Background: an optimization exercise with open tools, aiming at small area. Do not read the settings as production practice.
RTL that was checked went through simulation tests only; none was proved equivalent to the original.
For runs 1 to 3, only the layout was checked, not whether the RTL still works.
Power is estimated from default activity; no workload was simulated.

[flow/design.v]
`timescale 1ns/1ps
module fifo_mux2i (
	input logic s,
	input logic a,      
	input logic b,
	output logic y
);
	assign y = ~(s ? a : b);
endmodule
module fifo_aoi222 (
	input logic a0, b0, a1, b1, a2, b2,
	output logic y
);
	assign y = ~((a0 & b0) | (a1 & b1) | (a2 & b2));
endmodule
module fifo_aoi22 (
	input logic a0, b0, a1, b1,
	output logic y
);
	assign y = ~((a0 & b0) | (a1 & b1));
endmodule
module fifo_oai22 (
	input logic a0, b0, a1, b1,
	output logic y
);
	assign y = ~((a0 | b0) & (a1 | b1));
endmodule
module fifo_nor4 (
	input logic a, b, c, d,
	output logic y
);
	assign y = ~(a | b | c | d);
endmodule
module fifo_nand4 (
	input logic a, b, c, d,
	output logic y
);
	assign y = ~(a & b & c & d);
endmodule
module fifo_nand2 (
	input logic a, b,
	output logic y
);
	assign y = ~(a & b);
endmodule
module fifo_inv (
	input logic a,
	output logic y
);
	assign y = ~a;
endmodule
`timescale 1ns/1ps
module easy_fifo_sync #
(
    parameter int DWIDTH = 32,
    parameter int DEPTH = 64,
    parameter int INPUT_REG = 0,
    parameter int OUTPUT_REG = 0
)
(
    input logic rst,
    input logic clk,
    input logic [DWIDTH-1:0] wr_data,
    input logic wr_en,
    output logic wr_full,
    input logic rd_en,
    output logic [DWIDTH-1:0] rd_data,
    output logic rd_empty,
	output logic [$clog2(DEPTH):0] fifo_cnt
);
	localparam int AW = $clog2(DEPTH);    
	localparam int CW = AW + 1;            
	localparam int SEG = 4;                
	localparam int SW = $clog2(SEG);
	localparam int NSEG = DEPTH / SEG;     
	localparam int DL = SEG - 1;           
	logic [DWIDTH-1:0] ring [DEPTH-1:0];
	logic [DWIDTH-1:0] dly [DL-1:0];
	logic [DL-1:0] dly_v;                  
	logic [AW-1:0] hp;                     
	logic [CW-1:0] n;                      
	logic ring_empty;
	logic [CW-1:0] held;
	logic wr_acc, rd_acc, rd_ring, rd_wait;
	logic [AW-1:0] ins_pos;
	logic can_ins, ins, take;
	logic [DL:0] head_sel;                 
	logic [NSEG-1:0] ins_seg;              
	logic [NSEG-1:0] tap_sel;              
	logic [DWIDTH-1:0] src, src_n;         
	logic [DWIDTH-1:0] ring_d [NSEG-1:0];  
	assign ring_empty = n == '0;
	always_comb begin
		held = n;
		for (int i = 0; i < DL; i++)
			held = held + CW'(dly_v[i]);
	end
	assign wr_full = held == CW'(DEPTH);
	assign wr_acc = wr_en & ~wr_full;
	always_comb begin
		logic found;
		head_sel = '0;
		found = 1'b0;
		for (int i = DL - 1; i >= 0; i--)
			if (dly_v[i] && !found) begin
				head_sel[i] = 1'b1;
				found = 1'b1;
			end
		head_sel[DL] = ~found;
	end
	assign rd_empty = ring_empty ? ~(|dly_v | wr_en) : (hp[SW-1:0] != '0);
	assign rd_acc = rd_en & ~rd_empty;
	assign rd_ring = rd_acc & ~ring_empty;
	assign rd_wait = rd_acc & ring_empty;
	always_comb
		for (int k = 0; k < NSEG; k++)
			tap_sel[k] = ~ring_empty && hp[AW-1:SW] == (AW-SW)'(k);
	assign ins_pos = ring_empty ? '0 : hp - n[AW-1:0] + 1'b1;
	assign can_ins = ins_pos[SW-1:0] == '0;
	assign ins = (|{wr_acc, dly_v}) & can_ins & ~rd_wait;
	assign take = ins | rd_wait;
	always_comb
		for (int k = 0; k < NSEG; k++)
			ins_seg[k] = ins && ins_pos[AW-1:SW] == (AW-SW)'(k);
	always_ff @(posedge clk) begin
		if (rst) begin
			n <= '0;
			hp <= '0;
			dly_v <= '0;
			fifo_cnt <= '0;
		end
		else begin
			n <= n + CW'(ins) - CW'(rd_ring);
			hp <= ring_empty ? '0 : hp + 1'b1 - AW'(rd_ring);
			dly_v[0] <= wr_acc & ~(take & head_sel[DL]);
			for (int i = 1; i < DL; i++)
				dly_v[i] <= dly_v[i-1] & ~(take & head_sel[i-1]);
			fifo_cnt <= held;
		end
	end
	always_ff @(posedge clk) begin
		dly[0] <= wr_data;
		for (int i = 1; i < DL; i++)
			dly[i] <= dly[i-1];
	end
	always_ff @(posedge clk) begin
		for (int p = 0; p < DEPTH; p++)
			if (p % SEG == 0)
				ring[p] <= ring_d[p / SEG];
			else
				ring[p] <= ring[p-1];
	end
	for (genvar b = 0; b < DWIDTH; b++) begin : g_bit
		logic src_lo0, src_lo1;
		fifo_aoi22 u_src0 (.a0(head_sel[2]), .b0(dly[2][b]), .a1(head_sel[1]), .b1(dly[1][b]), .y(src_lo0));
		fifo_aoi22 u_src1 (.a0(head_sel[0]), .b0(dly[0][b]), .a1(head_sel[3]), .b1(wr_data[b]), .y(src_lo1));
		fifo_nand2 u_src (.a(src_lo0), .b(src_lo1), .y(src[b]));
		fifo_inv u_srcn (.a(src[b]), .y(src_n[b]));
		for (genvar k = 0; k < NSEG; k++) begin : g_ins
			fifo_mux2i u_ins (.s(ins_seg[k]), .a((k % 2 == 1) ? src[b] : src_n[b]),
				.b(ring[(k * SEG + DEPTH - 1) % DEPTH][b]), .y(ring_d[k][b]));
		end
		logic ev0, ev1, ev2, od0, od1, od2, od3, od_n;
		fifo_aoi222 u_ev0 (.a0(tap_sel[0]), .b0(ring[0][b]), .a1(tap_sel[2]), .b1(ring[8][b]),
			.a2(tap_sel[4]), .b2(ring[16][b]), .y(ev0));
		fifo_aoi222 u_ev1 (.a0(tap_sel[6]), .b0(ring[24][b]), .a1(tap_sel[8]), .b1(ring[32][b]),
			.a2(tap_sel[10]), .b2(ring[40][b]), .y(ev1));
		fifo_aoi222 u_ev2 (.a0(tap_sel[12]), .b0(ring[48][b]), .a1(tap_sel[14]), .b1(ring[56][b]),
			.a2(ring_empty), .b2(src[b]), .y(ev2));
		fifo_oai22 u_od0 (.a0(~tap_sel[1]), .b0(ring[4][b]), .a1(~tap_sel[3]), .b1(ring[12][b]), .y(od0));
		fifo_oai22 u_od1 (.a0(~tap_sel[5]), .b0(ring[20][b]), .a1(~tap_sel[7]), .b1(ring[28][b]), .y(od1));
		fifo_oai22 u_od2 (.a0(~tap_sel[9]), .b0(ring[36][b]), .a1(~tap_sel[11]), .b1(ring[44][b]), .y(od2));
		fifo_oai22 u_od3 (.a0(~tap_sel[13]), .b0(ring[52][b]), .a1(~tap_sel[15]), .b1(ring[60][b]), .y(od3));
		fifo_nor4 u_od (.a(od0), .b(od1), .c(od2), .d(od3), .y(od_n));
		fifo_nand4 u_rd (.a(od_n), .b(ev0), .c(ev1), .d(ev2), .y(rd_data[b]));
	end
endmodule
[flow/flow/run.sh]
#!/bin/bash
# Standard layout (the standard.sh) with two changes:
#  - ports are buffered with buf_1 instead of the default buffer cell;
#  - the clock tree uses fewer, larger sink clusters driven by clkbuf_16 and no
#    dummy loads.
set -o pipefail
export BUFFER_PORTS_ARGS="-buffer_cell sky130_fd_sc_hd__buf_1"
export CTS_ARGS="-sink_clustering_enable -repair_clock_nets -dont_use_dummy_load -sink_clustering_size 30 -sink_clustering_max_diameter 60 -sink_clustering_buffer sky130_fd_sc_hd__clkbuf_16 -buf_list sky130_fd_sc_hd__clkbuf_16"
bash standard.sh finish > standard.log 2>&1
[flow/standard.sh]
#!/bin/bash
# synth_recipe.tcl (not shown) runs the flow's synth.tcl, then flattens the netlist and writes it again
# the make line also repeats each setting of config.mk as NAME=value (left out here)
make -C /OpenROAD-flow-scripts/flow DESIGN_CONFIG=/design/flow/config.mk WORK_HOME=/design/flow/orfs CLKGATE_MAP_FILE= SYNTH_SCRIPT=/design/flow/synth_recipe.tcl "${@:-finish}"
[flow/config.mk]
export PLATFORM = sky130hd
export DESIGN_NAME = easy_fifo_sync
export DESIGN_NICKNAME = easy_fifo_sync
export VERILOG_FILES = /design/flow/design.v
export SDC_FILE = /design/flow/constraint.sdc
export NUM_CORES = 4
export LEC_CHECK = 0
export CAP_MARGIN = 20
export CORE_MARGIN = 2
export CORE_UTILIZATION = 40
export PLACE_DENSITY = 0.6
export SLEW_MARGIN = 20
export SYNTH_HIERARCHICAL = 1
export SYNTH_MINIMUM_KEEP_SIZE = 0
[flow/constraint.sdc]
create_clock -name core_clock -period 6.0 [get_ports {clk}]
set_input_delay 1.2000 -clock core_clock [delete_from_list [all_inputs] [get_ports {clk}]]
set_output_delay 1.2000 -clock core_clock [all_outputs]
set_load 0.01 [all_outputs]
==> results.tsv, run 1 <==
metric	value	unit
cp_max_fo	22	
clock_tree.root_cell	clkbuf_16	
io_buffers	76	
die_area	136900	um^2
antenna_cells	0	
antenna_found_initial	1	
ys_ff_latch	2167	
final_nets	3625	
grt_pass1_vias	25230	
crit-reg2reg-launch	dly_v[0]$_SDFF_PP0_	
fillCellCount	11710	
fp.dieH	370	um
p_clk_frac	0.216	
path_clk_slew	0.10	ns
maxSlewHeadroom	0.2623	
rr_worst_depth	19	
drcViolationCount	0	
ys_seq_area_frac	0.8096	
syn_inst	3321	
cp_data_required_time	4.80	ns
cp-startpoint	n[2]$_SDFF_PP0_	
synth_top_area_frac	0.8096	
hold_class	flip-flop to flip-flop	
synth_area	53580	um^2
tns	0	ns
seqPwrFrac	0.612	
ir_drop	0.3312	mV
reg2reg_to	n[6]$_SDFF_PP0_	
finalCriticalPeriod	5.652	ns
syn_nets	3398	
drtIter0Drc	2070	
cts_tree	yes	
setup_viol	0	
critPathArrivalTime	4.45	ns
core	133300	um^2
hold_viol	0	
min_path_cells	0	
worst_slack	0.3483	ns
io_pins	77	
hold_end	ring[51][14]$_DFF_P_	
via_per_inst	4.831	
dp_slack	1.126	ns
postSynth.asyncResetShare	0	
area_delta_synth_final	10.90	%
fin_skew	0.07691	ns
hpwl	67890	um
cts_hold_buf	0	
final_common_cell	dfxtp_1	
synth_edf_count	0	
synth_ff_type	dfxtp_1	
worst_setup_path_start_kind	flip-flop	
insertion_delay	0.73	ns
worstSetupEndpointType	primary output	
gp_congestion	0.7643	
grt.total_usage	0.1727	
overflow	0	
final_cell_mix	dfxtp_1 (2166), mux2i_1 (513), o22ai_1 (128)	
p_per_area	569.7	nW/um^2
p_sw_frac	0.2844	
period_share	0.9419	
cts_setup_buffers	0	
antenna_left	0	
p_comb_frac	0.172	
start_util	0.4020	
cap_violations	0	
grt_max_degree	37	
synth_area_leader_cell	dfxtp_1	
dr.pass1.iters	6	
synth.distinct_cells	54	
cts.sinks	2167	
hp-start	ring[50][14]$_DFF_P_	
static-leakage-power	21.93	nW
grt_first_pass_wirelength	173100	um
yosys-top-cells-area	dfxtp_1 (81%), mux2i_1 (9.6%), a222oi_1 (1.8%), a22oi_2 (1.5%), o22ai_1 (1.5%)	
power.internal	24.22	mW
tightest_slew	1.107	ns
wl	119500	um
rows	134	
drv_slew	0	
layout-drive-gt1-share	0.08432	
final_util	0.4458	
clock_path_buffers	3	
yosysWarnings	12	
status	timing/DRC/antenna clean	
path_class	flip-flop to primary output	
vias	25670	
fp.dieW	370	um
fmax	0.1769	GHz
numCtsBuffers	107	
syn_avg_cell_area	16.13	um^2
timing.hold.ws	0.2809	ns
wl_per_cell	22.49	um
cts_resized	0	
switching_power	9.627	mW
rsz0062_at_grt	false	
rrSetupSlack	1.10	ns
htreeDepth	3	
[Yosys stat by module, one instance, submodules excluded]
module,copies in the design,area (um^2),cells inside,flops+latches
easy_fifo_sync,1,45050,2393,2167
fifo_aoi22,64,12.51,1,0
fifo_nor4,32,12.51,1,0
fifo_aoi222,96,10.01,1,0
fifo_mux2i,512,10.01,1,0
fifo_nand4,32,6.256,1,0
fifo_oai22,128,6.256,1,0
fifo_inv,32,3.754,1,0
fifo_nand2,32,3.754,1,0
[power by group through the flow]
stage	Clock, mW	Combinational [mW]	Sequential (mW)
after global placement	0	5.79	20.9
after CTS	7.50	5.89	20.7
after detailed placement	0	5.86	21.0
final	7.32	5.82	20.7
after global routing	8.00	6.30	21.2
after floorplan	0	3.54	20.2
[state kept, by name, summed over array words and instances (netlist names)]
register,cells
ring,2048
dly_v,3
n,7
dly,96
fifo_cnt,7
hp,6
[cells by family (layout without fill, tap and decap cells)]
family,count (synthesis),count (layout),synth area share
AOI/OAI and AO/OA,318,318,0.05193
xor gates and xnor gates,15,15,0.002452
adders and majority gates,41,41,0.01013
buffers and inverters,70,295,0.005417
DFF,2167,2167,0.8096
muxes,513,513,0.09583
and+or+nand+nor,197,197,0.02461
[Yosys cell counts (all sizes together) (3+ instances only)]
cell,number
a21o,4
a21oi,7
a222oi,96
a22oi,64
a41o,3
and3,10
buf,4
clkbuf,6
dfxtp,2167
fa,4
ha,37
inv,60
mux2i,513
nand2,38
nand2b,3
nand3,14
nand4,33
nor2,16
nor2b,5
nor3,19
nor4,37
nor4b,4
o21ai,3
o21bai,3
o22ai,128
or3b,3
xnor2,11
xor2,4
[metal layers]
layer  part of all wire  vias up  global-route usage
met2               0.42      631              0.2537
met1               0.51    12860              0.2634
met5                  0        -                   0
met4              0.019        0             0.04417
li1                   -    12040                   -
met3              0.053      144             0.02681
[stage by stage]
step | std cells | total power, mW | area, um^2
detailed placement | 5207 | 26.85 | 56750
CTS | 5314 | 34.13 | 59420
global route | 5314 | 35.45 | 59420
global placement | 5207 | 26.73 | 56750
finish | 5314 | 33.85 | 59420
floorplan | 3321 | 23.78 | 53630
[layout make-up]
cell class                 instances  area [um^2]  share of cell area
sequential                      2167        43390              0.7301
timing repair buffer             128        725.7             0.01221
tap                             1768         2212             0.03723
clock buffer                     107         2678             0.04506
inverter                          60        225.2            0.003790
multi-input combinational       1084        10200              0.1716
[how the worst max path moves through the flow]
stage / to / slack (ns) / depth (start not counted)
4_1_cts: rd_data[2] / 0.37 / 9
5_1_grt: rd_data[3] / 0.12 / 9
3_3_place_gp: rd_data[2] / 1.13 / 9
3_5_place_dp: rd_data[2] / 1.13 / 9
2_1_floorplan: ring[32][0]$_DFF_P_ / -0.32 / 11
6_report: rd_data[2] / 0.35 / 9
[worst max-delay path, stage by stage, from the launching register on]
cell and delay (ns):
dfxtp_1 0.50, inv_1 0.14, ha_1 0.22, nand2_1 0.05, or4_1 0.69, and3_2 0.99, buf_4 0.44, a222oi_1 0.16
nand4_1 0.36, buf_1 0.21
==> inputs of run 2 (changes only) <==
--- a/flow/design.v
+++ b/flow/design.v
@@ -14,8 +14,2 @@
 	assign y = ~((a0 & b0) | (a1 & b1) | (a2 & b2));
-endmodule
-module fifo_aoi22 (
-	input logic a0, b0, a1, b1,
-	output logic y
-);
-	assign y = ~((a0 & b0) | (a1 & b1));
 endmodule
@@ -153,6 +147,7 @@
 	for (genvar b = 0; b < DWIDTH; b++) begin : g_bit
-		logic src_lo0, src_lo1;
-		fifo_aoi22 u_src0 (.a0(head_sel[2]), .b0(dly[2][b]), .a1(head_sel[1]), .b1(dly[1][b]), .y(src_lo0));
-		fifo_aoi22 u_src1 (.a0(head_sel[0]), .b0(dly[0][b]), .a1(head_sel[3]), .b1(wr_data[b]), .y(src_lo1));
-		fifo_nand2 u_src (.a(src_lo0), .b(src_lo1), .y(src[b]));
+		logic src_dly_n, src_in_n;
+		fifo_aoi222 u_src0 (.a0(head_sel[2]), .b0(dly[2][b]), .a1(head_sel[1]), .b1(dly[1][b]),
+			.a2(head_sel[0]), .b2(dly[0][b]), .y(src_dly_n));
+		fifo_nand2 u_src1 (.a(head_sel[3]), .b(wr_data[b]), .y(src_in_n));
+		fifo_nand2 u_src (.a(src_dly_n), .b(src_in_n), .y(src[b]));
 		fifo_inv u_srcn (.a(src[b]), .y(src_n[b]));
--- a/flow/flow/run.sh
+++ b/flow/flow/run.sh
@@ -1,3 +1,5 @@
 #!/bin/bash
-# Standard layout (the standard.sh) with two changes:
+# Standard layout (the standard.sh) with three changes:
+#  - after floorplan every combinational cell is set to its smallest drive
+#    strength (flow/downsize.tcl); the resizer upsizes only where needed;
 #  - ports are buffered with buf_1 instead of the default buffer cell;
@@ -6,2 +8,3 @@
 set -o pipefail
+export POST_FLOORPLAN_TCL="$PWD/flow/downsize.tcl"
 export BUFFER_PORTS_ARGS="-buffer_cell sky130_fd_sc_hd__buf_1"
==> flow/flow/downsize.tcl (new file) <==
# Swap every combinational cell to the smallest drive strength of its kind;
# the resizer later upsizes only where slew, capacitance or timing needs it.
set n_swapped 0
foreach inst [get_cells *] {
  set master [get_property $inst ref_name]
  if {![regexp {^(sky130_fd_sc_hd__[a-z0-9]+)_([0-9]+)$} $master -> base size]} { continue }
  if {[regexp {df|dl|edf|sdf|clk|tap|fill|decap|conb|diode} $base]} { continue }
  foreach s {0 1} {
    if {$s >= $size} { break }
    set cand [get_lib_cells -quiet */${base}_$s]
    if {[llength $cand] > 0 && [lsearch $::env(DONT_USE_CELLS) ${base}_$s] < 0} {
      replace_cell $inst [get_full_name [lindex $cand 0]]
      incr n_swapped
      break
    }
  }
}
puts "downsize: swapped $n_swapped cells"
==> run 2 against run 1 <==
Still clean on timing, DRC and antenna; synthesized area is 0.67% lower; sequential cell count stayed put; setup slack better by 0.071 ns; combinational power is 5.3% lower; critical path depth is 2 higher; final cell count is 0.28% lower; design area is 1.1% lower; clock skew is 0.014 ns higher; sequential share of layout area is 0.83 points higher; via count is 0.16% higher; count of clock-buffer cells in the layout stayed put; synthesized cell count stayed put; critical path type unchanged.
==> results.tsv, run 2 <==
metric	value	unit
hold_viol	0	
overflow	0	
finalCriticalPeriod	5.581	ns
globalRoute.busiestLayer	met1	
power.total	33.45	mW
rrSetupSlack	1.16	ns
yosysWarnings	12	
synth_area	53220	um^2
fin_skew	0.09046	ns
rsz0062_at_grt	false	
maxSlewHeadroom	0.2996	
grt_max_degree	34	
syn_inst	3321	
p_per_area	569.3	nW/um^2
path_clk_slew	0.10	ns
critical_path.most_common_cell	buf_4	
wl_per_cell	22.30	um
wl	118200	um
via_per_inst	4.853	
ir_drop	0.2750	mV
static-leakage-power	21.84	nW
grt_use_met3	0.02891	
antenna_found_initial	3	
die_area	136000	um^2
clock_tree.root_cell	clkbuf_16	
grt.total_usage	0.1709	
synth_ff_type	dfxtp_1	
cpPeakStageDelay	0.82	ns
htreeDepth	3	
grt_first_pass_wirelength	171400	um
grtUsageMet2	0.2490	
hold_class	flip-flop to flip-flop	
worstSetupEndpointType	primary output	
worst_slack	0.4191	ns
synth.distinct_cells	53	
vias	25720	
critPathArrivalTime	4.38	ns
synth_edf_count	0	
antenna_cells	0	
drv_slew	0	
fp.dieH	368.8	um
gp_congestion	0.7711	
largest_register_ffs	2048	
slowest_stage	or4_1	
cts_setup_buffers	0	
synth_top_area_frac	0.8151	
gr-usage-met1	0.2599	
hpwl	67660	um
final_cell_mix	dfxtp_1 (2166), mux2i_1 (513), a222oi_1 (128), o22ai_1 (128), clkbuf_16 (107)	
io_buffers	76	
layout-drive-gt1-share	0.05502	
drtIter0Drc	2320	
clock_path_buffers	3	
cts_tree	yes	
cp_max_fo	25	
dp_slack	1.162	ns
regMostFlops	ring	
critPathBufInv	4	
cts_resized	0	
path_class	flip-flop to primary output	
cap_violations	0	
ys_ff_latch	2167	
syn_avg_cell_area	16.03	um^2
cp_cell_sequence	inv_1 -> ha_1 -> nand2_1 -> or4_1 -> buf_4 -> nand3_4 -> buf_4 -> o22ai_1 -> nor4_1 -> nand4_1 -> buf_1	
final_common_cell	dfxtp_1	
fmax	0.1792	GHz
worst_setup_path_start_kind	flip-flop	
drcViolationCount	0	
synth.most_common_cell	dfxtp_1	
rows	133	
syn_nets	3398	
cts_hold_buf	0	
core	131800	um^2
start_util	0.4038	
ys_seq_area_frac	0.8151	
tightest_slew	1.048	ns
insertion_delay	0.72	ns
path_delay_family	simple AND/OR/NAND/NOR gates	
status	timing/DRC/antenna clean	
io_pins	77	
synth_area_leader_cell	dfxtp_1	
ys_top_cells_by_count	dfxtp_1 (2167), mux2i_1 (513), a222oi_1 (128), o22ai_1 (128), nand2_1 (70)	
period_share	0.9302	
setup_viol	0	
cp_data_required_time	4.80	ns
antenna_left	0	
yosys-top-cells-area	dfxtp_1 (82%), mux2i_1 (9.6%), a222oi_1 (2.4%), o22ai_1 (1.5%), ha_1 (0.87%)	
numCtsBuffers	107	
postSynth.asyncResetShare	0	
area_delta_synth_final	10.40	%
cts.sinks	2167	
final_nets	3623	
grt_pass1_vias	25110	
timing.hold.ws	0.2864	ns
dr.pass1.iters	6	
top_regs	ring x2048, dly x96	
fp.dieW	368.8	um
## run 2: path summary, 6_finish.rpt
kind	start	to	cells past startpoint
max	n[4]$_SDFF_PP0_	rd_data[8]	11
min	ring[61][18]$_DFF_P_	ring[62][18]$_DFF_P_	0
max reg2reg	dly_v[0]$_SDFF_PP0_	n[6]$_SDFF_PP0_	20
min reg2reg	ring[61][18]$_DFF_P_	ring[62][18]$_DFF_P_	0
## run 2: worst register-to-register path: stages, from the launching register on
cell and delay, ns:
dfxtp_1 0.34, fa_1 0.55, ha_1 0.19, inv_1 0.07, fa_1 0.45, or4b_1 0.54
nand3_1 0.12, a41o_1 0.27, and3_1 0.18, buf_4 0.27, o21bai_1 0.17, ha_1 0.25
inv_1 0.06, ha_1 0.15, inv_1 0.06, fa_1 0.39, nand2b_1 0.16, a21oi_1 0.20
o21a_1 0.18, or3_1 0.12, nand3_1 0.06
## run 2: area by class of cell
cell class / count / area (um^2)
clock buffer: 107 / 2678
fill: 11660 / 73040
inverter: 60 / 225.2
multi-input combinational: 1084 / 9550
sequential: 2167 / 43380
tap: 1755 / 2196
timing repair buffer: 126 / 723.2
## run 2: routing by layer
metal  up-vias  wire [um]
met2       696      49210
met3       169       6832
li1      12050          -
met5         -          0
met1     12810      59680
met4         0       2454
## run 2: logic make-up (layout without fill, tap and decap cells)
family,after synthesis,after routing,synth area share
compound gates,286,286,0.04326
xor+xnor,15,15,0.002468
fa+ha+maj,41,41,0.01020
buf+inv,70,293,0.005454
flops,2167,2167,0.8151
mux,513,513,0.09648
simple gates,229,229,0.02703
## run 2: stage by stage
step / setup TNS (ns) / cells / util / cell area, um^2
final: 0 / 5299 / 0.4458 / 58760
after global routing: 0 / 5299 / 0.4458 / 58760
after CTS: 0 / 5299 / 0.4457 / 58750
after detailed placement: 0 / 5192 / 0.4254 / 56070
after global placement: 0 / 5192 / 0.4254 / 56070
after floorplan: -401.58 / 3321 / - / 53260
## run 2: per-module statistics from Yosys (local to each module, per instance)
module / times used / cell area [um^2]
fifo_mux2i: 512 / 10.01
fifo_inv: 32 / 3.754
easy_fifo_sync: 1 / 45050
fifo_nand2: 64 / 3.754
fifo_nor4: 32 / 12.51
fifo_aoi222: 128 / 10.01
fifo_oai22: 128 / 6.256
fifo_nand4: 32 / 6.256
## run 2: report_power, final
group	internal [mW]	switching [mW]	total, mW	leakage (nW)
registers	19.0	1.62	20.6	18.2
logic	1.84	3.67	5.51	2.35
clock network	3.17	4.13	7.30	1.32
total	24.0	9.42	33.5	21.8
==> inputs of run 3 (changes only) <==
--- a/flow/design.v
+++ b/flow/design.v
@@ -1,10 +1,2 @@
 `timescale 1ns/1ps
-module fifo_mux2i (
-	input logic s,
-	input logic a,      
-	input logic b,
-	output logic y
-);
-	assign y = ~(s ? a : b);
-endmodule
 module fifo_aoi222 (
@@ -82,2 +74,3 @@
 	logic [NSEG-1:0] ins_seg;              
+	logic [NSEG-1:0] ins_seg_n;
 	logic [NSEG-1:0] tap_sel;              
@@ -118,2 +111,3 @@
 			ins_seg[k] = ins && ins_pos[AW-1:SW] == (AW-SW)'(k);
+	assign ins_seg_n = ~ins_seg;
 	always_ff @(posedge clk) begin
@@ -154,4 +148,4 @@
 		for (genvar k = 0; k < NSEG; k++) begin : g_ins
-			fifo_mux2i u_ins (.s(ins_seg[k]), .a((k % 2 == 1) ? src[b] : src_n[b]),
-				.b(ring[(k * SEG + DEPTH - 1) % DEPTH][b]), .y(ring_d[k][b]));
+			fifo_oai22 u_ins (.a0(ins_seg[k]), .b0(ring[(k * SEG + DEPTH - 1) % DEPTH][b]),
+				.a1(ins_seg_n[k]), .b1((k % 2 == 1) ? src[b] : src_n[b]), .y(ring_d[k][b]));
 		end
==> run 3 against run 2 <==
Combinational power up 4%; non-clock buffer count up 9; register-to-register slack better by 0.11 ns; die area down 3.4%; first-iteration DRC count up 37%; largest power group unchanged; wire length up 15%; core utilization up 0.068 points; critical endpoint is now rd_data[19]; final cell count down 1.2%; synthesized cell count up 0.57%.
==> results.tsv, run 3 <==
metric	value	unit
reg2reg_to	n[6]$_SDFF_PP0_	
fmax	0.1778	GHz
tns	0	ns
path_delay_family	simple AND/OR/NAND/NOR gates	
cts_tree	yes	
rr_worst_depth	19	
hp-start	ring[49][1]$_DFF_P_	
slowest_stage	or4_1	
grt.total_usage	0.2026	
vias	28160	
cpPeakStageDelay	0.74	ns
final_nets	3653	
path_clk_slew	0.10	ns
synth.most_common_cell	dfxtp_1	
insertion_delay	0.74	ns
min_path_cells	0	
rrSetupSlack	1.27	ns
die_area	131400	um^2
drtIter0Drc	3171	
cts_resized	0	
final_util	0.4465	
postSynth.asyncResetShare	0	
cts.sinks	2167	
fillCellCount	11260	
setup_viol	0	
clock_path_buffers	3	
grt_first_pass_wirelength	192800	um
syn_nets	3417	
ys_ff_latch	2167	
worst_setup_path_start_kind	flip-flop	
p_per_area	590.7	nW/um^2
critPathArrivalTime	4.42	ns
grt_max_degree	33	
yosysWarnings	12	
critPathBufInv	3	
layout-drive-gt1-share	0.06100	
synth_edf_count	0	
fin_skew	0.08801	ns
ys_top_cells_by_count	dfxtp_1 (2167), o22ai_1 (640), a222oi_1 (128)	
cp_cell_sequence	inv_1 -> ha_1 -> nand2_1 -> or4_1 -> and3_2 -> buf_4 -> a222oi_1 -> nand4_1 -> buf_1	
htreeDepth	3	
regMostFlops	ring	
synth.distinct_cells	49	
top_regs	ring x2048, dly x96	
cts_hold_buf	0	
seq_area	43380	um^2
hold_end	ring[50][1]$_DFF_P_	
synth_top_area_frac	0.8441	
cp-startpoint	n[4]$_SDFF_PP0_	
drv_slew	0	
final_common_cell	dfxtp_1	
finalCriticalPeriod	5.623	ns
final_cell_mix	dfxtp_1 (2166), o22ai_1 (640), a222oi_1 (128)	
hpwl	76920	um
dr.pass1.iters	6	
cts_setup_buffers	0	
maxSlewHeadroom	0.2244	
synth_ff_type	dfxtp_1	
start_util	0.4030	
largest_register_ffs	2048	
io_pins	77	
hold_viol	0	
power.total	33.63	mW
core	127500	um^2
tightest_slew	1.159	ns
antenna_found_initial	4	
cp_data_required_time	4.80	ns
cap_violations	0	
cp_max_fo	24	
numCtsBuffers	109	
ys_seq_area_frac	0.8441	
wl_per_cell	26.06	um
fp.dieW	362.4	um
worstSetupEndpointType	primary output	
grt_pass1_vias	27030	
clock_tree.root_cell	clkbuf_16	
syn_inst	3340	
overflow	0	
ir_drop	0.3168	mV
hold_class	flip-flop to flip-flop	
rows	131	
antenna_left	0	
synth_area_leader_cell	dfxtp_1	
yosys-top-cells-area	dfxtp_1 (84%), o22ai_1 (7.8%), a222oi_1 (2.5%), ha_1 (0.90%), nor4_2 (0.78%)	
gp_congestion	0.7881	
fp.dieH	362.4	um
rsz0062_at_grt	false	
multi_input_area	7745	um^2
period_share	0.9372	
via_per_inst	5.376	
syn_avg_cell_area	15.39	um^2
io_buffers	76	
synth_area	51390	um^2
path_class	flip-flop to primary output	
wl	136500	um
status	timing/DRC/antenna clean	
crit-reg2reg-launch	dly_v[1]$_SDFF_PP0_	
static-leakage-power	21.90	nW
area_delta_synth_final	10.78	%
drcViolationCount	0	
==> run 3: cell count changes after synthesis, moves of 4 or more <==
cell	before	now
nand3_1	14	23
and3_1	9	20
nor4b_1	4	0
nor3_1	19	13
mux2i_1	513	2
o22ai_1	128	640
buf_2	0	4
==> run 3: kinds of logic (layout without fill, tap and decap cells) <==
kind of cell,Yosys count,count (layout),share of synthesized area
multiplexers,2,2,0.0003895
adder cells (fa/ha/maj),41,41,0.01057
XOR/XNOR,15,15,0.002703
AND/OR/NAND/NOR,247,247,0.02941
flip-flops,2167,2167,0.8441
buffers and inverters,69,303,0.005283
AO/OA/AOI/OAI,799,799,0.1075
other,0,2,0
==> run 3: per-layer routing <==
layer,vias up,global-route usage,wire length (um)
met4,2,0.05695,3334
met2,1076,0.3040,58820
met3,205,0.03174,10430
met1,14220,0.3016,63900
li1,12660,-,-
met5,-,0,12
==> run 3: layout make-up <==
class	instances	area share
tap	1662	0.03652
multi-input combinational	1104	0.1360
inverter	59	0.003890
clock buffer	109	0.04791
timing repair buffer	135	0.01358
antenna	2	0.00008790
sequential	2167	0.7620
==> run 3: Yosys stat by module, one instance, submodules excluded <==
module	flops+latches	cells inside
easy_fifo_sync	2167	2412
fifo_nor4	0	1
fifo_aoi222	0	1
fifo_nand4	0	1
fifo_oai22	0	1
fifo_inv	0	1
fifo_nand2	0	1
==> run 3: stage by stage <==
step | std cells | worst slack (ns) | cell area (um^2) | hold WS, ns
2_1_floorplan | 3340 | 0.8187 | 51390 | 0.3096
3_3_place_gp | 5126 | 1.054 | 54190 | 0.3096
3_5_place_dp | 5126 | 1.053 | 54190 | 0.3121
4_1_cts | 5235 | 0.3307 | 56910 | 0.2657
5_1_grt | 5236 | 0.2511 | 56930 | 0.2634
6_report | 5238 | 0.3769 | 56930 | 0.2620
==> run 3: power by group <==
| part | internal (mW) | switching, mW | total [mW] |
|---|---|---|---|
| logic | 1.89 | 3.82 | 5.71 |
| clock network | 3.22 | 4.18 | 7.40 |
| registers | 18.9 | 1.62 | 20.5 |
==> run 3: how the worst max path moves through the flow <==
stage                     endpoint  slack [ns]  depth (start not counted)
2_1_floorplan  ring[20][0]$_DFF_P_        0.82                          9
3_3_place_gp           rd_data[19]        1.05                          9
3_5_place_dp           rd_data[19]        1.05                          9
4_1_cts                rd_data[19]        0.33                          9
5_1_grt                rd_data[19]        0.25                          9
6_report               rd_data[19]        0.38                          9
==> inputs of run 4 (changes only) <==
--- a/flow/design.v
+++ b/flow/design.v
@@ -66,4 +66,5 @@
 	logic [AW-1:0] hp;                     
-	logic [CW-1:0] n;                      
-	logic ring_empty;
+	logic [AW-1:0] tp;                     
+	logic ring_empty;                      
+	logic wr_prev, rd_prev;                
 	logic [CW-1:0] held;
@@ -78,9 +79,4 @@
 	logic [DWIDTH-1:0] ring_d [NSEG-1:0];  
-	assign ring_empty = n == '0;
-	always_comb begin
-		held = n;
-		for (int i = 0; i < DL; i++)
-			held = held + CW'(dly_v[i]);
-	end
-	assign wr_full = held == CW'(DEPTH);
+	assign held = fifo_cnt + CW'(wr_prev) - CW'(rd_prev);
+	assign wr_full = held[CW-1];           
 	assign wr_acc = wr_en & ~wr_full;
@@ -104,3 +100,3 @@
 			tap_sel[k] = ~ring_empty && hp[AW-1:SW] == (AW-SW)'(k);
-	assign ins_pos = ring_empty ? '0 : hp - n[AW-1:0] + 1'b1;
+	assign ins_pos = ring_empty ? '0 : tp;
 	assign can_ins = ins_pos[SW-1:0] == '0;
@@ -114,10 +110,14 @@
 		if (rst) begin
-			n <= '0;
+			ring_empty <= 1'b1;
 			hp <= '0;
+			tp <= '0;
 			dly_v <= '0;
 			fifo_cnt <= '0;
+			wr_prev <= 1'b0;
+			rd_prev <= 1'b0;
 		end
 		else begin
-			n <= n + CW'(ins) - CW'(rd_ring);
-			hp <= ring_empty ? '0 : hp + 1'b1 - AW'(rd_ring);
+			ring_empty <= ring_empty ? ~ins : (rd_ring & ~ins & (hp == tp));
+			hp <= ring_empty ? '0 : hp + {{(AW-1){1'b0}}, ~rd_ring};
+			tp <= ins_pos + {{(AW-1){1'b0}}, ~ins};
 			dly_v[0] <= wr_acc & ~(take & head_sel[DL]);
@@ -126,2 +126,4 @@
 			fifo_cnt <= held;
+			wr_prev <= wr_acc;
+			rd_prev <= rd_acc;
 		end
--- a/flow/config.mk
+++ b/flow/config.mk
@@ -7,3 +7,3 @@
 export LEC_CHECK = 0
-export CAP_MARGIN = 20
+export CAP_MARGIN = 5
 export CORE_MARGIN = 2
@@ -11,3 +11,3 @@
 export PLACE_DENSITY = 0.6
-export SLEW_MARGIN = 20
+export SLEW_MARGIN = 5
 export SYNTH_HIERARCHICAL = 1
==> run 4 against run 3 <==
Clock skew rose by 0.0069 ns; clock power barely moved; count of clock-buffer cells in the layout did not move; sequential power fell by 2%; critical path depth fell by 2; via count rose by 1.4%; sequential cell count rose by 2; still clean on timing, DRC and antenna; core utilization rose by 0.34 points; register-to-register slack improved by 0.27 ns.
==> results.tsv, run 4 <==
metric	value	unit
syn_avg_cell_area	15.39	um^2
slowest_stage	nand3_2	
layout-drive-gt1-share	0.06947	
cpPeakStageDelay	0.91	ns
synth.distinct_cells	40	
synth_area_leader_cell	dfxtp_1	
path_clk_slew	0.09	ns
ys_seq_area_frac	0.8522	
worst_setup_path_start_kind	flip-flop	
cts_hold_buf	0	
gp_congestion	0.7964	
synth_top_area_frac	0.8522	
tightest_slew	1.280	ns
clock_tree.root_cell	clkbuf_16	
final_util	0.4498	
io_pins	77	
drcViolationCount	0	
final_nets	3621	
path_delay_family	simple AND/OR/NAND/NOR gates	
synth_xor_area_frac	0.002922	
yosysWarnings	12	
synth_compound_area_frac	0.1070	
wl	145500	um
grt_first_pass_wirelength	201600	um
static-leakage-power	21.78	nW
cts_tree	yes	
synthMuxAreaShare	0.0005893	
seq_area	43420	um^2
rows	130	
start_util	0.4042	
die_area	130300	um^2
critPathArrivalTime	4.15	ns
synth_ff_type	dfxtp_1	
cp_max_fo	21	
rrSetupSlack	1.54	ns
syn_inst	3311	
cts_setup_buffers	0	
fmax	0.1870	GHz
io_buffers	76	
maxSlewHeadroom	0.1434	
cap_violations	0	
synth-simple-area-share	0.02932	
clock_path_buffers	3	
cp_cell_sequence	nor3b_1 -> nand3_2 -> buf_4 -> o22ai_1 -> nor4_1 -> nand4_1 -> buf_1	
antenna_cells	0	
setup_viol	0	
status	timing/DRC/antenna clean	
drv_slew	0	
fp.dieW	360.9	um
hpwl	84360	um
final_cell_mix	dfxtp_1 (2167), o22ai_1 (640), a222oi_1 (128)	
ir_drop	0.3748	mV
htreeDepth	3	
top_regs	ring x2048, dly x96, fifo_cnt x7	
fillCellCount	11030	
final_common_cell	dfxtp_1	
vias	28560	
ys_ff_latch	2169	
synth_top_family_by_area	compound AO/OA/AOI/OAI gates	
cts_resized	0	
multi_input_area	7363	um^2
regMostFlops	ring	
insertion_delay	0.74	ns
grt_pass1_vias	27160	
via_per_inst	5.471	
p_per_area	529.1	nW/um^2
wl_per_cell	27.87	um
dr.pass1.iters	9	
cts.sinks	2169	
rsz0062_at_grt	false	
fp.dieH	360.9	um
worstSetupEndpointType	primary output	
synth.most_common_cell	dfxtp_1	
path_class	flip-flop to primary output	
core	126100	um^2
yosys-top-cells-area	dfxtp_1 (85%), o22ai_1 (7.9%), a222oi_1 (2.5%), nor4_2 (0.79%), nand2_1 (0.58%)	
postSynth.asyncResetShare	0	
synth_area	50960	um^2
largest_register_ffs	2048	
overflow	0	
hold_viol	0	
antenna_left	0	
synth_edf_count	0	
finalCriticalPeriod	5.349	ns
grt.total_usage	0.2169	
area_delta_synth_final	11.29	%
grt_max_degree	38	
tns	0	ns
hold_class	flip-flop to flip-flop	
drtIter0Drc	3368	
period_share	0.8915	
critPathBufInv	2	
syn_nets	3360	
antenna_found_initial	3	
cp_data_required_time	4.80	ns
fin_skew	0.09490	ns
ys_top_cells_by_count	dfxtp_1 (2169), o22ai_1 (640), a222oi_1 (128)	
numCtsBuffers	109	
synth_fa_ha_area_frac	0.003339	
==> run 4: final timing paths <==
check,depth (start not counted),end,from
min reg2reg,0,ring[15][15]$_DFF_P_,ring[14][15]$_DFF_P_
max reg2reg,12,ring[60][5]$_DFF_P_,wr_prev$_SDFF_PP0_
max,7,rd_data[9],ring_empty$_SDFF_PP1_
min,0,ring[15][15]$_DFF_P_,ring[14][15]$_DFF_P_
==> run 4: cells by family after synthesis <==
| kind of cell | Yosys count |
|---|---|
| compound gates | 793 |
| simple gates | 253 |
| buf+inv | 63 |
| xor+xnor | 17 |
| flops | 2169 |
| mux | 3 |
| fa+ha+maj | 13 |
==> run 4: layout make-up <==
class | count | share of cell area
clock buffer | 109 | 0.04810
inverter | 50 | 0.003310
multi-input combinational | 1079 | 0.1299
sequential | 2169 | 0.7658
tap | 1650 | 0.03641
timing repair buffer | 163 | 0.01655
==> run 4: where the power goes <==
part           total, mW  leakage [nW]  internal [mW]  switching (mW)
clock               7.43          1.34           3.22            4.21
combinational       2.56          2.22           1.05            1.51
sequential          20.0          18.2           18.5            1.54
total               30.0          21.8           22.7            7.26
==> run 4: layer usage <==
layer	GRT usage	vias up	wire [um]
li1	-	12570	-
met1	0.3155	14520	66570
met2	0.3321	1217	63710
met3	0.03517	246	11100
met4	0.06407	2	4070
met5	0	-	7
==> run 4: per-module statistics from Yosys, one instance, submodules excluded <==
module          flip-flops and latches  cells inside  cell area [um^2]  copies in the design
fifo_nand2                           0             1             3.754                    64
easy_fifo_sync                    2169          2383             44710                     1
fifo_oai22                           0             1             6.256                   640
fifo_nor4                            0             1             12.51                    32
fifo_nand4                           0             1             6.256                    32
fifo_inv                             0             1             3.754                    32
fifo_aoi222                          0             1             10.01                   128
==> run 4: metrics by stage <==
step / area, um^2 / cells / hold slack (ns) / power, mW / setup slack (ns)
global route: 56710 / 5220 / 0.2706 / 31.12 / 0.6085
detailed placement: 53980 / 5111 / 0.3121 / 22.80 / 1.421
floorplan: 50960 / 3311 / 0.3096 / 21.13 / 1.203
finish: 56710 / 5220 / 0.2697 / 30.00 / 0.6513
CTS: 56710 / 5220 / 0.2610 / 30.06 / 0.6579
global placement: 53980 / 5111 / 0.3095 / 22.68 / 1.479
==> inputs of run 5 (changes only) <==
--- a/flow/config.mk
+++ b/flow/config.mk
@@ -7,3 +7,3 @@
 export LEC_CHECK = 0
-export CAP_MARGIN = 5
+export CAP_MARGIN = 20
 export CORE_MARGIN = 2
@@ -11,3 +11,3 @@
 export PLACE_DENSITY = 0.6
-export SLEW_MARGIN = 5
+export SLEW_MARGIN = 20
 export SYNTH_HIERARCHICAL = 1
==> run 5 against run 4 <==
Combinational power hardly changed; setup slack worse by 0.021 ns; critical endpoint unchanged; core utilization hardly changed; still clean on timing, DRC and antenna; wire length is 0.12% lower; critical path type unchanged; die area stayed put; synthesized cell count stayed put.
==> results.tsv, run 5 <==
metric	value	unit
status	timing/DRC/antenna clean	
tns	0	ns
worst_slack	0.6301	ns
tightest_slew	1.186	ns
largest_register_ffs	2048	
yosysWarnings	12	
grt_pass1_vias	27300	
slowest_stage	nand3_2	
via_per_inst	5.486	
cap_violations	0	
antenna_left	0	
final_cell_mix	dfxtp_1 (2167), o22ai_1 (640), a222oi_1 (128)	
cp_max_fo	21	
dpl_cell_area	53980	um^2
ys_seq_area_frac	0.8522	
clock_tree.root_cell	clkbuf_16	
drcViolationCount	0	
synth_top_family_by_area	compound AO/OA/AOI/OAI gates	
synth_xor_area_frac	0.002922	
critPathArrivalTime	4.17	ns
cts_setup_buffers	0	
finalCriticalPeriod	5.370	ns
synth_area	50960	um^2
hold_viol	0	
gp_congestion	0.7964	
start_util	0.4042	
rsz0062_at_grt	false	
postSynth.asyncResetShare	0	
drtIter0Drc	3454	
fillCellCount	11080	
ir_drop	0.2882	mV
cts_hold_buf	0	
wl_per_cell	27.83	um
grt_first_pass_wirelength	201000	um
power.total	30.06	mW
p_sw_frac	0.2425	
path_class	flip-flop to primary output	
p_clk_frac	0.249	
synth_fa_ha_area_frac	0.003339	
wl	145300	um
regMostFlops	ring	
ys_top_cells_by_count	dfxtp_1 (2169), o22ai_1 (640), a222oi_1 (128)	
p_per_area	529.9	nW/um^2
synth_compound_area_frac	0.1070	
top_regs	ring x2048, dly x96, fifo_cnt x7	
fp.dieH	360.9	um
io_buffers	76	
final_cells	5221	
worstSetupEndpointType	primary output	
switching_power	7.290	mW
grt_max_degree	38	
setup_viol	0	
syn_nets	3360	
fmax	0.1862	GHz
synth.most_common_cell	dfxtp_1	
syn_avg_cell_area	15.39	um^2
final_nets	3622	
fin_area	56740	um^2
synth_top_area_frac	0.8522	
dp.cells	5111	
yosys-top-cells-area	dfxtp_1 (85%), o22ai_1 (7.9%), a222oi_1 (2.5%), nor4_2 (0.79%), nand2_1 (0.58%)	
core	126100	um^2
cts_tree	yes	
dp_slack	1.396	ns
grt.total_usage	0.2162	
rrSetupSlack	1.47	ns
hold_class	flip-flop to flip-flop	
path_clk_slew	0.10	ns
synth_edf_count	0	
vias	28640	
cp_data_required_time	4.80	ns
ys_ff_latch	2169	
fp.dieW	360.9	um
synth_ff_type	dfxtp_1	
final_util	0.4501	
die_area	130300	um^2
clock_path_buffers	3	
static-leakage-power	21.81	nW
worst_setup_path_start_kind	flip-flop	
maxSlewHeadroom	0.2075	
period_share	0.8950	
timing.hold.ws	0.2526	ns
numCtsBuffers	110	
htreeDepth	3	
final_common_cell	dfxtp_1	
antenna_found_initial	4	
insertion_delay	0.74	ns
p_comb_frac	0.085	
fin_skew	0.07838	ns
cts.sinks	2169	
cts_resized	0	
synth_area_leader_cell	dfxtp_1	
hpwl	84390	um
rows	130	
io_pins	77	
antenna_cells	0	
syn_inst	3311	
overflow	0	
synth-simple-area-share	0.02932	
cp_cell_sequence	nor3b_1 -> nand3_2 -> buf_4 -> o22ai_1 -> nor4_1 -> nand4_1 -> buf_1	
area_delta_synth_final	11.34	%
synth.distinct_cells	40	
layout-drive-gt1-share	0.06973	
power.internal	22.77	mW
dr.pass1.iters	8	
seqPwrFrac	0.666	
cpPeakStageDelay	0.90	ns
drv_slew	0	
synthMuxAreaShare	0.0005893	
-- run 5: cell types whose count changed in the layout (fill, tap and decap cells not counted) --
| cell | before | now |
|---|---|---|
| nand2_4 | 0 | 1 |
| nand2_2 | 6 | 5 |
| clkbuf_16 | 109 | 110 |
-- run 5: layer usage --
layer	share of wire	track usage	vias up
met2	0.44	0.3336	1239
met5	0.00014	0	-
met1	0.45	0.3106	14550
met4	0.028	0.06514	4
met3	0.078	0.03695	264
li1	-	-	12580
-- run 5: area by class of cell --
| class | instances | area [um^2] | share of cell area |
|---|---|---|---|
| flip-flops and latches | 2169 | 43420 | 0.7654 |
| repair buffers | 163 | 938.4 | 0.01654 |
| clock buffers | 110 | 2753 | 0.04852 |
| inverters | 50 | 187.7 | 0.003308 |
| multi-input cells | 1079 | 7368 | 0.1299 |
| well taps | 1650 | 2064 | 0.03639 |
-- run 5: power groups by stage --
| stage | Combinational (mW) | Clock [mW] | Sequential [mW] |
|---|---|---|---|
| after global placement | 2.49 | 0 | 20.2 |
| final | 2.56 | 7.49 | 20.0 |
| after detailed placement | 2.54 | 0 | 20.3 |
| after global routing | 2.75 | 8.07 | 20.3 |
| after CTS | 2.56 | 7.57 | 20.0 |
| after floorplan | 1.55 | 0 | 19.6 |
-- run 5: worst paths after layout --
kind | from | end | depth (start not counted)
setup / recovery | ring_empty$_SDFF_PP1_ | rd_data[9] | 7
hold reg to reg | ring[6][11]$_DFF_P_ | ring[7][11]$_DFF_P_ | 0
setup reg to reg | wr_prev$_SDFF_PP0_ | ring[60][30]$_DFF_P_ | 12
hold / removal | ring[6][11]$_DFF_P_ | ring[7][11]$_DFF_P_ | 0
-- run 5: cells by family (layout without fill, tap and decap cells) --
kind of cell,after synthesis,after routing
flops,2169,2169
compound gates,793,793
simple gates,253,253
buf+inv,63,323
xor+xnor,17,17
fa+ha+maj,13,13
mux,3,3
-- run 5: Yosys stat by module, one instance, submodules excluded --
module,flip-flops and latches,times used,cells inside
fifo_inv,0,32,1
fifo_nand4,0,32,1
fifo_nand2,0,64,1
fifo_nor4,0,32,1
fifo_aoi222,0,128,1
easy_fifo_sync,2169,1,2383
fifo_oai22,0,640,1
-- run 5: worst max-delay path, delay by kind of cell, from the launching register on --
family / cells / cell delay [ns]
buffers and inverters: 2 / 0.75
AND/OR/NAND/NOR: 4 / 1.95
flip-flops: 1 / 0.53
AO/OA/AOI/OAI: 1 / 0.20
==> inputs of run 6 (changes only) <==
--- a/flow/config.mk
+++ b/flow/config.mk
@@ -9,4 +9,4 @@
 export CORE_MARGIN = 2
-export CORE_UTILIZATION = 40
-export PLACE_DENSITY = 0.6
+export CORE_UTILIZATION = 50
+export PLACE_DENSITY = 0.65
 export SLEW_MARGIN = 20
==> run 6 against run 5 <==
Still clean; design area down 1.1%; wire length is 9.0% lower; core utilization rose by 10 points; clock skew up 0.0014 ns; power decreased by 1.1%; die area is 20% lower.
==> results.tsv, run 6 <==
metric	value	unit
htreeDepth	3	
antenna_left	0	
power.internal	22.61	mW
final_nets	3595	
numCtsBuffers	105	
regMostFlops	ring	
fp.dieW	323.2	um
worst_slack	0.6763	ns
gp_congestion	0.7881	
die_area	104500	um^2
cts_tree	yes	
path_class	flip-flop to primary output	
cp-startpoint	ring_empty$_SDFF_PP1_	
setup_viol	0	
clock_path_buffers	3	
cts_resized	0	
yosys-top-cells-area	dfxtp_1 (85%), o22ai_1 (7.9%), a222oi_1 (2.5%), nor4_2 (0.79%), nand2_1 (0.58%)	
p_per_area	529.6	nW/um^2
synth.most_common_cell	dfxtp_1	
vias	28110	
maxSlewHeadroom	0.1698	
final_util	0.5533	
tightest_slew	1.242	ns
seqPwrFrac	0.674	
ys_ff_latch	2169	
io_pins	77	
timing.hold.ws	0.2635	ns
fmax	0.1878	GHz
antenna_found_initial	1	
overflow	0	
synthMuxAreaShare	0.0005893	
synth_area_leader_cell	dfxtp_1	
reg2reg_to	ring[48][6]$_DFF_P_	
static-leakage-power	21.63	nW
p_comb_frac	0.082	
crit-reg2reg-launch	rd_prev$_SDFF_PP0_	
yosysWarnings	12	
synth_top_family_by_area	compound AO/OA/AOI/OAI gates	
cts_setup_buffers	0	
top_regs	ring x2048, dly x96, fifo_cnt x7	
finalCriticalPeriod	5.324	ns
endpoint	rd_data[7]	
synth.distinct_cells	40	
grt_pass1_vias	26930	
period_share	0.8873	
status	timing/DRC/antenna clean	
fin_skew	0.07974	ns
dr.pass1.iters	9	
path_clk_slew	0.10	ns
layout-drive-gt1-share	0.06321	
drtIter0Drc	3094	
clock_tree.root_cell	clkbuf_16	
synth_area	50960	um^2
cap_violations	0	
largest_register_ffs	2048	
final_cell_mix	dfxtp_1 (2167), o22ai_1 (640), a222oi_1 (128)	
worst_setup_path_start_kind	flip-flop	
dp_slack	1.425	ns
p_sw_frac	0.2393	
syn_inst	3311	
rows	117	
grt.total_usage	0.2484	
hold_viol	0	
core	101400	um^2
rr_worst_depth	11	
synth_edf_count	0	
drcViolationCount	0	
via_per_inst	5.722	
critPathArrivalTime	4.12	ns
synth_xor_area_frac	0.002922	
wl	132200	um
cp_max_fo	50	
drv_slew	0	
cts.sinks	2169	
syn_avg_cell_area	15.39	um^2
tns	0	ns
start_util	0.5023	
wl_per_cell	26.90	um
ys_seq_area_frac	0.8522	
grt_max_degree	51	
cts_hold_buf	0	
synth-simple-area-share	0.02932	
synth_fa_ha_area_frac	0.003339	
insertion_delay	0.71	ns
hold_class	flip-flop to flip-flop	
postSynth.asyncResetShare	0	
syn_nets	3360	
worstSetupEndpointType	primary output	
grt_first_pass_wirelength	186300	um
ys_top_cells_by_count	dfxtp_1 (2169), o22ai_1 (640), a222oi_1 (128)	
rrSetupSlack	1.95	ns
p_clk_frac	0.244	
cp_data_required_time	4.80	ns
synth_ff_type	dfxtp_1	
power.total	29.73	mW
switching_power	7.114	mW
rsz0062_at_grt	false	
hpwl	72590	um
synth_compound_area_frac	0.1070	
ir_drop	0.3126	mV
final_common_cell	dfxtp_1	
synth_top_area_frac	0.8522	
area_delta_synth_final	10.16	%
io_buffers	76	
fp.dieH	323.2	um
==> run 6: area by class of cell <==
class / instances / area [um^2]
antenna: 1 / 2.502
fill: 8177 / 45320
inverter: 50 / 187.7
clock buffer: 105 / 2628
timing repair buffer: 141 / 773.2
multi-input combinational: 1079 / 7402
tap: 1368 / 1712
sequential: 2169 / 43430
==> run 6: logic make-up after synthesis <==
kind of cell / after synthesis
muxes: 3
xor gates and xnor gates: 17
AOI/OAI and AO/OA: 793
DFF: 2169
and+or+nand+nor: 253
adders and majority gates: 13
buffers and inverters: 63
==> run 6: worst max-delay path, cell delays in order, from the launching register on <==
cell	delay (ns)
dfxtp_4	0.96
nor3b_1	0.32
nand2_2	0.94
buf_4	0.37
o22ai_1	0.12
nor4_1	0.33
nand4_1	0.21
buf_1	0.18
==> run 6: through the flow <==
step                instance area (um^2)  std cells
finish                             56130       4913
global route                       56130       4912
CTS                                56130       4912
detailed placement                 53500       4807
global placement                   53490       4807
floorplan                          50960       3311
==> run 6: worst min path at each step <==
stage                         startpoint              endpoint  slack [ns]  cells past startpoint
floorplan             ring[9][0]$_DFF_P_   ring[10][0]$_DFF_P_        0.31                      0
global placement     ring[54][0]$_DFF_P_   ring[55][0]$_DFF_P_        0.31                      0
detailed placement   ring[34][5]$_DFF_P_   ring[35][5]$_DFF_P_        0.31                      0
CTS                 ring[53][20]$_DFF_P_  ring[54][20]$_DFF_P_        0.27                      0
global route        ring[53][20]$_DFF_P_  ring[54][20]$_DFF_P_        0.27                      0
finish              ring[53][20]$_DFF_P_  ring[54][20]$_DFF_P_        0.26                      0
==> run 6: layer usage <==
layer	part of all wire	wire, um	vias to the layer above	track usage
met5	0	0	-	0
met4	0.029	3784	0	0.07287
met3	0.065	8591	238	0.03500
met2	0.46	60800	1116	0.4009
met1	0.45	58990	14220	0.3494
li1	-	-	12540	-
==> run 6: power groups by stage <==
| stage | Sequential (mW) | Combinational, mW | Clock (mW) |
|---|---|---|---|
| 3_5_place_dp | 20.3 | 2.39 | 0 |
| 3_3_place_gp | 20.2 | 2.33 | 0 |
| 6_report | 20.0 | 2.42 | 7.26 |
| 4_1_cts | 20.0 | 2.40 | 7.34 |
| 2_1_floorplan | 19.6 | 1.55 | 0 |
| 5_1_grt | 20.4 | 2.58 | 7.85 |
==> run 6: modules after synthesis, one instance, submodules excluded <==
module	flops+latches	copies in the design	cell area [um^2]
easy_fifo_sync	2169	1	44710
fifo_aoi222	0	128	10.01
fifo_nand2	0	64	3.754
fifo_nand4	0	32	6.256
fifo_oai22	0	640	6.256
fifo_inv	0	32	3.754
fifo_nor4	0	32	12.51
==> inputs of run 7 (changes only) <==
--- a/flow/config.mk
+++ b/flow/config.mk
@@ -9,4 +9,4 @@
 export CORE_MARGIN = 2
-export CORE_UTILIZATION = 50
-export PLACE_DENSITY = 0.65
+export CORE_UTILIZATION = 55
+export PLACE_DENSITY = 0.7
 export SLEW_MARGIN = 20
==> run 7 against run 6 <==
Still clean; final cell count shrank 2.4%; global-route usage grew 2.3 points; sequential cell count is the same; largest cell class unchanged; clock skew grew 0.018 ns; core utilization grew 5.6 points; synthesized cell count is the same; maximum frequency grew 2.1%.
==> results.tsv, run 7 <==
metric	value	unit
dr.pass1.iters	7	
synth.most_common_cell	dfxtp_1	
dp_slack	1.568	ns
hpwl	77040	um
synth_area_leader_cell	dfxtp_1	
grt_max_degree	31	
top_regs	ring x2048, dly x96, fifo_cnt x7	
routed.top_layer	met5	
postSynth.asyncResetShare	0	
final_cell_mix	dfxtp_1 (2167), o22ai_1 (640), a222oi_1 (128)	
rrSetupSlack	1.61	ns
numCtsBuffers	100	
cts_resized	0	
fin_skew	0.09731	ns
worst_slack	0.7869	ns
final_common_cell	dfxtp_1	
vias	28160	
cp_data_required_time	4.80	ns
antenna_found_initial	2	
cp-startpoint	ring_empty$_SDFF_PP1_	
yosysWarnings	12	
htreeDepth	3	
tightest_slew	1.124	ns
syn_inst	3311	
largest_register_ffs	2048	
grt_pass1_vias	27650	
status	timing/DRC/antenna clean	
hold_class	flip-flop to flip-flop	
core	91800	um^2
crit-reg2reg-launch	ring_empty$_SDFF_PP1_	
ir_drop	0.3110	mV
yosys-top-cells-area	dfxtp_1 (85%), o22ai_1 (7.9%), a222oi_1 (2.5%), nor4_2 (0.79%), nand2_1 (0.58%)	
maxSlewHeadroom	0.2496	
syn_avg_cell_area	15.39	um^2
die_area	95100	um^2
rr_worst_depth	8	
antenna_left	0	
synth_top_area_frac	0.8522	
clock_tree.root_cell	clkbuf_16	
finalCriticalPeriod	5.213	ns
worst_setup_path_start_kind	flip-flop	
endpoint	rd_data[29]	
reg2reg_to	ring[56][31]$_DFF_P_	
overflow	0	
fmax	0.1918	GHz
rsz0062_at_grt	false	
path_clk_slew	0.10	ns
gp_congestion	0.8470	
clock_path_buffers	3	
drcViolationCount	0	
io_pins	77	
wl	130800	um
via_per_inst	5.872	
worstSetupEndpointType	primary output	
tns	0	ns
cp_max_fo	22	
synth_area	50960	um^2
fp.dieH	308.4	um
synth_edf_count	0	
static-leakage-power	21.62	nW
start_util	0.5551	
syn_nets	3360	
p_per_area	528.7	nW/um^2
cts_tree	yes	
fp.dieW	308.4	um
drtIter0Drc	3359	
synth.distinct_cells	40	
insertion_delay	0.72	ns
period_share	0.8688	
cap_violations	0	
dr_wl_met3	12720	um
cts_setup_buffers	0	
setup_viol	0	
grt_first_pass_wirelength	185700	um
met2_length	56480	um
area_delta_synth_final	9.741	%
cts.sinks	2169	
ys_ff_latch	2169	
drv_slew	0	
wl_met1	56290	um
critPathArrivalTime	4.01	ns
ys_seq_area_frac	0.8522	
final_nets	3601	
synth_ff_type	dfxtp_1	
wl_per_cell	27.27	um
rows	111	
regMostFlops	ring	
grt.total_usage	0.2711	
io_buffers	76	
path_class	flip-flop to primary output	
hold_viol	0	
ys_top_cells_by_count	dfxtp_1 (2169), o22ai_1 (640), a222oi_1 (128)	
power.total	29.56	mW
layout-drive-gt1-share	0.06423	
cts_hold_buf	0	
run 7: power breakdown:
group	internal (mW)	total [mW]	switching, mW
registers	18.5	20.0	1.55
logic	1.04	2.51	1.47
clock network	2.97	7.04	4.06
total	22.5	29.6	7.08
run 7: routing by layer:
layer | GRT usage | up-vias
li1 | - | 12520
met3 | 0.05992 | 296
met1 | 0.3840 | 13960
met4 | 0.1021 | 2
met5 | 0 | -
met2 | 0.4087 | 1377
run 7: worst min-delay path by stage:
| stage | from | to | slack [ns] | cells after the start |
|---|---|---|---|---|
| after CTS | ring[49][5]$_DFF_P_ | ring[50][5]$_DFF_P_ | 0.26 | 0 |
| after global placement | ring[62][20]$_DFF_P_ | ring[63][20]$_DFF_P_ | 0.31 | 0 |
| after global routing | ring[25][1]$_DFF_P_ | ring[26][1]$_DFF_P_ | 0.25 | 0 |
| final | ring[49][5]$_DFF_P_ | ring[50][5]$_DFF_P_ | 0.26 | 0 |
| after detailed placement | ring[18][10]$_DFF_P_ | ring[19][10]$_DFF_P_ | 0.31 | 0 |
| after floorplan | ring[9][0]$_DFF_P_ | ring[10][0]$_DFF_P_ | 0.31 | 0 |
run 7: Yosys stat by module (local to each module, per instance), a selection:
module	copies in the design	cells inside
easy_fifo_sync	1	2383
fifo_nor4	32	1
fifo_aoi222	128	1
fifo_nand4	32	1
fifo_inv	32	1
fifo_nand2	64	1
run 7: area by class of cell:
cell class / instances / area [um^2]
inverters: 50 / 187.7
fillers: 6922 / 35880
flip-flops and latches: 2169 / 43420
diodes: 2 / 5.005
repair buffers: 152 / 918.4
well taps: 1243 / 1555
clock buffers: 100 / 2502
multi-input cells: 1079 / 7326
run 7: critical path, stage by stage (launching register included):
cell	delay [ns]
dfxtp_2	0.91
nor3b_1	0.28
nand2_2	0.81
buf_4	0.44
o22ai_1	0.12
nor4_1	0.26
nand4_1	0.32
buf_1	0.23
run 7: metrics by stage:
| stage | std cells | instance area, um^2 | utilization | hold WS (ns) |
|---|---|---|---|---|
| 2_1_floorplan | 3311 | 50960 | - | 0.3096 |
| 3_3_place_gp | 4692 | 53390 | 0.5816 | 0.3096 |
| 3_5_place_dp | 4692 | 53390 | 0.5816 | 0.3121 |
| 4_1_cts | 4792 | 55890 | 0.6089 | 0.2647 |
| 5_1_grt | 4793 | 55910 | 0.6091 | 0.2524 |
| 6_report | 4795 | 55920 | 0.6091 | 0.2579 |
run 7: logic make-up after synthesis:
| logic type | count (synthesis) | synth area share |
|---|---|---|
| AO/OA/AOI/OAI | 793 | 0.1070 |
| XOR/XNOR | 17 | 0.002922 |
| adder cells (fa/ha/maj) | 13 | 0.003339 |
| buffers and inverters | 63 | 0.004665 |
| flip-flops | 2169 | 0.8522 |
| multiplexers | 3 | 0.0005893 |
| AND/OR/NAND/NOR | 253 | 0.02932 |

[re-timing with driven ports]
Ports are ideal in the flow. The routed layouts listed here were re-timed in OpenROAD.
Step 1: set_driving_cell puts a clkbuf_16 on clk and a buf_2 on each other input, an assumption about the parent block.
Step 2 adds t to the input delays and takes it off the output delays; t is the mean of the earliest and latest rising clock arrival at the registers after step 1. Input paths then give back, and output paths get back, about the clock's delay inside the block.
Slacks: ideal / step 1 / step 2; pairs: ideal / step 1.
run | shift t [ns] | slack for setup (ns) | hold WS [ns] | clock arrival spread, ns
run 1 | 0.766 | 0.348 / 0.274 / 1.041 | 0.281 / 0.281 / 0.281 | 0.077 / 0.077
run 2 | 0.750 | 0.419 / 0.348 / 1.097 | 0.286 / 0.286 / 0.286 | 0.091 / 0.091
run 3 | 0.756 | 0.377 / 0.307 / 1.063 | 0.262 / 0.262 / 0.262 | 0.106 / 0.106
run 4 | 0.763 | 0.651 / 0.580 / 1.343 | 0.270 / 0.270 / 0.270 | 0.100 / 0.100
run 5 | 0.765 | 0.630 / 0.557 / 1.323 | 0.253 / 0.253 / 0.253 | 0.103 / 0.103
run 6 | 0.733 | 0.676 / 0.611 / 1.344 | 0.264 / 0.264 / 0.264 | 0.088 / 0.088
run 7 | 0.734 | 0.787 / 0.721 / 1.454 | 0.258 / 0.258 / 0.258 | 0.107 / 0.107
After both steps setup and hold are still met in every run listed.
